Context: an optimization exercise on an open-source flow, tuned for small area and a short achievable clock period. The choices shown serve that exercise and are no tape-out recipe. Where RTL was checked, it was by simulation tests only, not by an equivalence proof against the original.

== onyx ==
==> flow/design.v (excerpt) <==
module top_module(
    input [11:0] angleIn,
    input [11:0] setPoint,
    input [7:0] kp,
    input [7:0] ki,
    input [7:0] kd,
    input clk,
    input rst,
    output signed [8:0] dutyCycleOut
    );
Size: about 1400 cells after synthesis, about 82 flip-flops, about 59 I/O pins, roughly 13000 um^2 of cells after synthesis.
export LEC_CHECK = 0
export CAP_MARGIN = 20
export CORE_MARGIN = 2
export CORE_UTILIZATION = 40
export SLEW_MARGIN = 20
export SYNTH_HIERARCHICAL = 1
create_clock -name core_clock -period 16.0 [get_ports {clk}]
standard.sh (not shown) runs the stock make flow with config.mk's settings and CLKGATE_MAP_FILE= SYNTH_SCRIPT=/design/flow/synth_recipe.tcl, a recipe that flattens the netlist after the stock synthesis.
==> flow/flow/run.sh <==
#!/bin/bash
# Standard layout, with timing repair aimed past the clock period (the SDC is
# unchanged) and ordinary buffers on the ports instead of delay cells.
set -euo pipefail
MARGIN=$(cat flow/margin.txt)
bash standard.sh SETUP_SLACK_MARGIN=$MARGIN \
  BUFFER_PORTS_ARGS="-buffer_cell sky130_fd_sc_hd__buf_2" finish > standard_make.log 2>&1
==> flow/flow/margin.txt <==
10
onyx | stages: all done | timing, DRC, antenna: all pass
Input changes introduced in quartz (baseline for comparison: onyx):
==> flow/flow/margin.txt <==
11.5
Results
quartz — sequential share of layout area 0.56 points lower, onyx as reference. quartz -> onyx: number of nets in the synthesized netlist delta 0, exact match. The final reports for quartz and onyx show length of the first detailed-routing pass in iterations higher in the former.
The following lists how willow was set up differently from quartz:
==> flow/run.sh (new file) <==
#!/bin/bash
# synth_recipe.tcl (not shown) runs the flow's synth.tcl, then flattens the netlist and writes it again
# the make line also repeats each setting of config.mk as NAME=value (left out here)
make -C /OpenROAD-flow-scripts/flow DESIGN_CONFIG=/design/flow/config.mk WORK_HOME=/design/flow/orfs CLKGATE_MAP_FILE= SYNTH_SCRIPT=/design/flow/synth_recipe.tcl finish
removed: flow/flow/run.sh
removed: flow/flow/margin.txt
removed: flow/standard.sh
==> run summary <==
Having completed the whole flow, willow delivered a layout that passed the timing, design-rule and antenna checks.
willow against quartz: sequential share of layout area has increased; utilization after layout has decreased.
Of the two values seen for critical path launch point, e_r[7]$_SDFF_PP0_ was produced by willow and kpd_r[2]$_DFF_P_ by quartz.
Diff quartz -> willow | number of vias per cell after detailed routing | down slightly
quartz ended up with more cell instances than willow did.
Diff willow..quartz | area share of and/or/nand/nor cells after synthesis | unchanged
The run showing the smaller count of buffering cells on the critical path with inverters included is willow.
No run of this note included a check of the RTL's function; only the layout flow was run.

run A:
top_module, a different RTL version from the one above (not shown whole).
For scale: ~1,200 cells after synthesis, about 59 I/O pins, ~0.012 sq mm of cells after synthesis.
==> flow/config.mk <==
export PLATFORM = sky130hd
export DESIGN_NAME = top_module
export DESIGN_NICKNAME = top_module
export VERILOG_FILES = /design/flow/design.v
export SDC_FILE = /design/flow/constraint.sdc
export NUM_CORES = 4
export LEC_CHECK = 0
export CAP_MARGIN = 20
export CORE_MARGIN = 2
export CORE_UTILIZATION = 60
export SLEW_MARGIN = 20
export SYNTH_HIERARCHICAL = 1
==> flow/constraint.sdc <==
create_clock -name core_clock -period 16.0 [get_ports {clk}]
set_input_delay 3.2000 -clock core_clock [delete_from_list [all_inputs] [get_ports {clk}]]
set_output_delay 3.2000 -clock core_clock [all_outputs]
set_load 0.01 [all_outputs]
==> flow/flow/run.sh <==
#!/bin/bash
# Standard layout, with timing repair aimed past the clock period (the SDC is
# unchanged) and ordinary buffers on the ports instead of delay cells.
set -euo pipefail
MARGIN=$(cat flow/margin.txt)
bash standard.sh SETUP_SLACK_MARGIN=$MARGIN \
  BUFFER_PORTS_ARGS="-buffer_cell sky130_fd_sc_hd__buf_2" MATCH_CELL_FOOTPRINT=0 finish > standard_make.log 2>&1
==> flow/flow/margin.txt <==
10.9
Both conditions hold for run A: the flow ran to the end and the final layout passed the timing, design-rule and antenna checks.
The inputs of run B differ from those of run A as listed below.
- CTS_BUF_LIST newly set to sky130_fd_sc_hd__clkbuf_8
==> flow/flow/run.sh <==
#!/bin/bash
# Standard layout, with timing repair aimed past the clock period (the SDC is
# unchanged) and ordinary buffers on the ports instead of delay cells.
set -euo pipefail
MARGIN=$(cat flow/margin.txt)
bash standard.sh SETUP_SLACK_MARGIN=$MARGIN \
  BUFFER_PORTS_ARGS="-buffer_cell sky130_fd_sc_hd__buf_1" MATCH_CELL_FOOTPRINT=0 SETUP_MOVE_SEQUENCE=unbuffer,sizeup,swap finish > standard_make.log 2>&1
==> flow/flow/margin.txt <==
11.5
==> comparison <==
Run B went all the way through synthesis, placement and routing and the layout is clean on timing, DRC and antenna.
Looking at share of the cycle needed by the critical path after routing, run B sits 1.4 points lower than run A does.
In terms of cell area after placement, run B and run A differ only marginally.
As far as post-detailed-route DRC marker count goes, run B and run A are indistinguishable; the numbers are identical.
On run B: hold slack is 31 ps lower than what run A gave.
Per the comparison of run B with run A, first-pass GRT wire length higher; final critical-path setup slack increased by 220 ps relative to the old numbers.
Run B against run A: final design instance area without fill now larger; multi-input gate share of the layout cell area up 1.1 points.
For run C, these inputs were changed with respect to run B:
- removing CTS_BUF_LIST (formerly sky130_fd_sc_hd__clkbuf_8)
- changing CORE_UTILIZATION from 60 to 75
==> flow/flow/run.sh <==
#!/bin/bash
# Standard layout, with timing repair aimed past the clock period (the SDC is
# unchanged) and ordinary buffers on the ports instead of delay cells.
set -euo pipefail
MARGIN=$(cat flow/margin.txt)
bash standard.sh SETUP_SLACK_MARGIN=$MARGIN \
  BUFFER_PORTS_ARGS="-buffer_cell sky130_fd_sc_hd__buf_2" MATCH_CELL_FOOTPRINT=0 SETUP_MOVE_SEQUENCE=unbuffer,sizeup,swap finish > standard_make.log 2>&1
Between run C and run B, the difference in delay contributed by the slowest stage of the critical path is negligible. Min sequential cell area across run C and run B: run B. As far as buffer and inverter count on the worst path goes, run B and run C are indistinguishable; the numbers are identical.
What run D does differently from run C at the input level:
- CORE_UTILIZATION changed from 75 to 60
==> flow/flow/run.sh <==
#!/bin/bash
# Standard layout, with timing repair aimed past the clock period (the SDC is
# unchanged) and ordinary buffers on the ports instead of delay cells.
set -euo pipefail
MARGIN=$(cat flow/margin.txt)
bash standard.sh SETUP_SLACK_MARGIN=$MARGIN \
  BUFFER_PORTS_ARGS="-buffer_cell sky130_fd_sc_hd__buf_2" MATCH_CELL_FOOTPRINT=0 finish > standard_make.log 2>&1
==> flow/flow/margin.txt <==
10.5
[summary]
- Re ratio of cells with drive above 1 in the final layout: run C was higher than run D.
- Changes observed in run D relative to run C: overall track demand over capacity in global routing dropped 8.0 points, total routed wirelength dropped about 4.6%.
- Run D vs run C on worst-case setup slack after placement: run D is the lower one.
- Vias: run D fewer than run C
- Summary of run D over run C: summed area of non-filler cells in the final layout moved down, maximum frequency decreased by 9.9% relative to the old numbers, clock sink count about even.
- Of run D and run C, the lower wire length per cell after detailed routing belongs to run D.

re-timing with driven ports:
The flow's constraints put no driver on any port. The routed layouts listed below were extracted and timed again, unchanged, in two steps. Step 1 sets driving cells, clkbuf_16 on the clock port and buf_2 on the other inputs (assumed; they add their load-dependent delay and slew). Step 2, shift: input delay + t, output delay - t, t = (earliest + latest rising clock arrival at the registers) / 2. This alone moves slack from input paths to output paths. a / b / c = ideal / step 1 / step 2; a / b = the first two.
run | t (ns) | setup slack, ns | hold slack, ns | clock arrival spread, ns | cell pins on the clock port's net
onyx | 0.414 | 9.589 / 9.589 / 9.589 | 0.492 / 0.492 / 0.492 | 0.015 / 0.014 | 1
quartz | 0.414 | 9.656 / 9.656 / 9.656 | 0.505 / 0.505 / 0.505 | 0.019 / 0.019 | 1
willow | 0.410 | 8.673 / 8.673 / 8.673 | 0.646 / 0.646 / 0.646 | 0.014 / 0.014 | 1
run A | 0.401 | 11.099 / 11.099 / 10.755 | 0.561 / 0.561 / 0.561 | 0.013 / 0.013 | 1
run B | 0.423 | 11.319 / 11.319 / 11.020 | 0.530 / 0.530 / 0.530 | 0.009 / 0.009 | 1
run C | 0.391 | 11.258 / 11.258 / 10.949 | 0.529 / 0.529 / 0.529 | 0.009 / 0.009 | 1
run D | 0.401 | 10.738 / 10.738 / 10.637 | 0.625 / 0.625 / 0.625 | 0.014 / 0.014 | 1
After both steps setup and hold are still met in every run listed. For run A, which loses most, drivers alone change the setup slack by 0.000 ns; drivers and shift together by -0.344 ns.
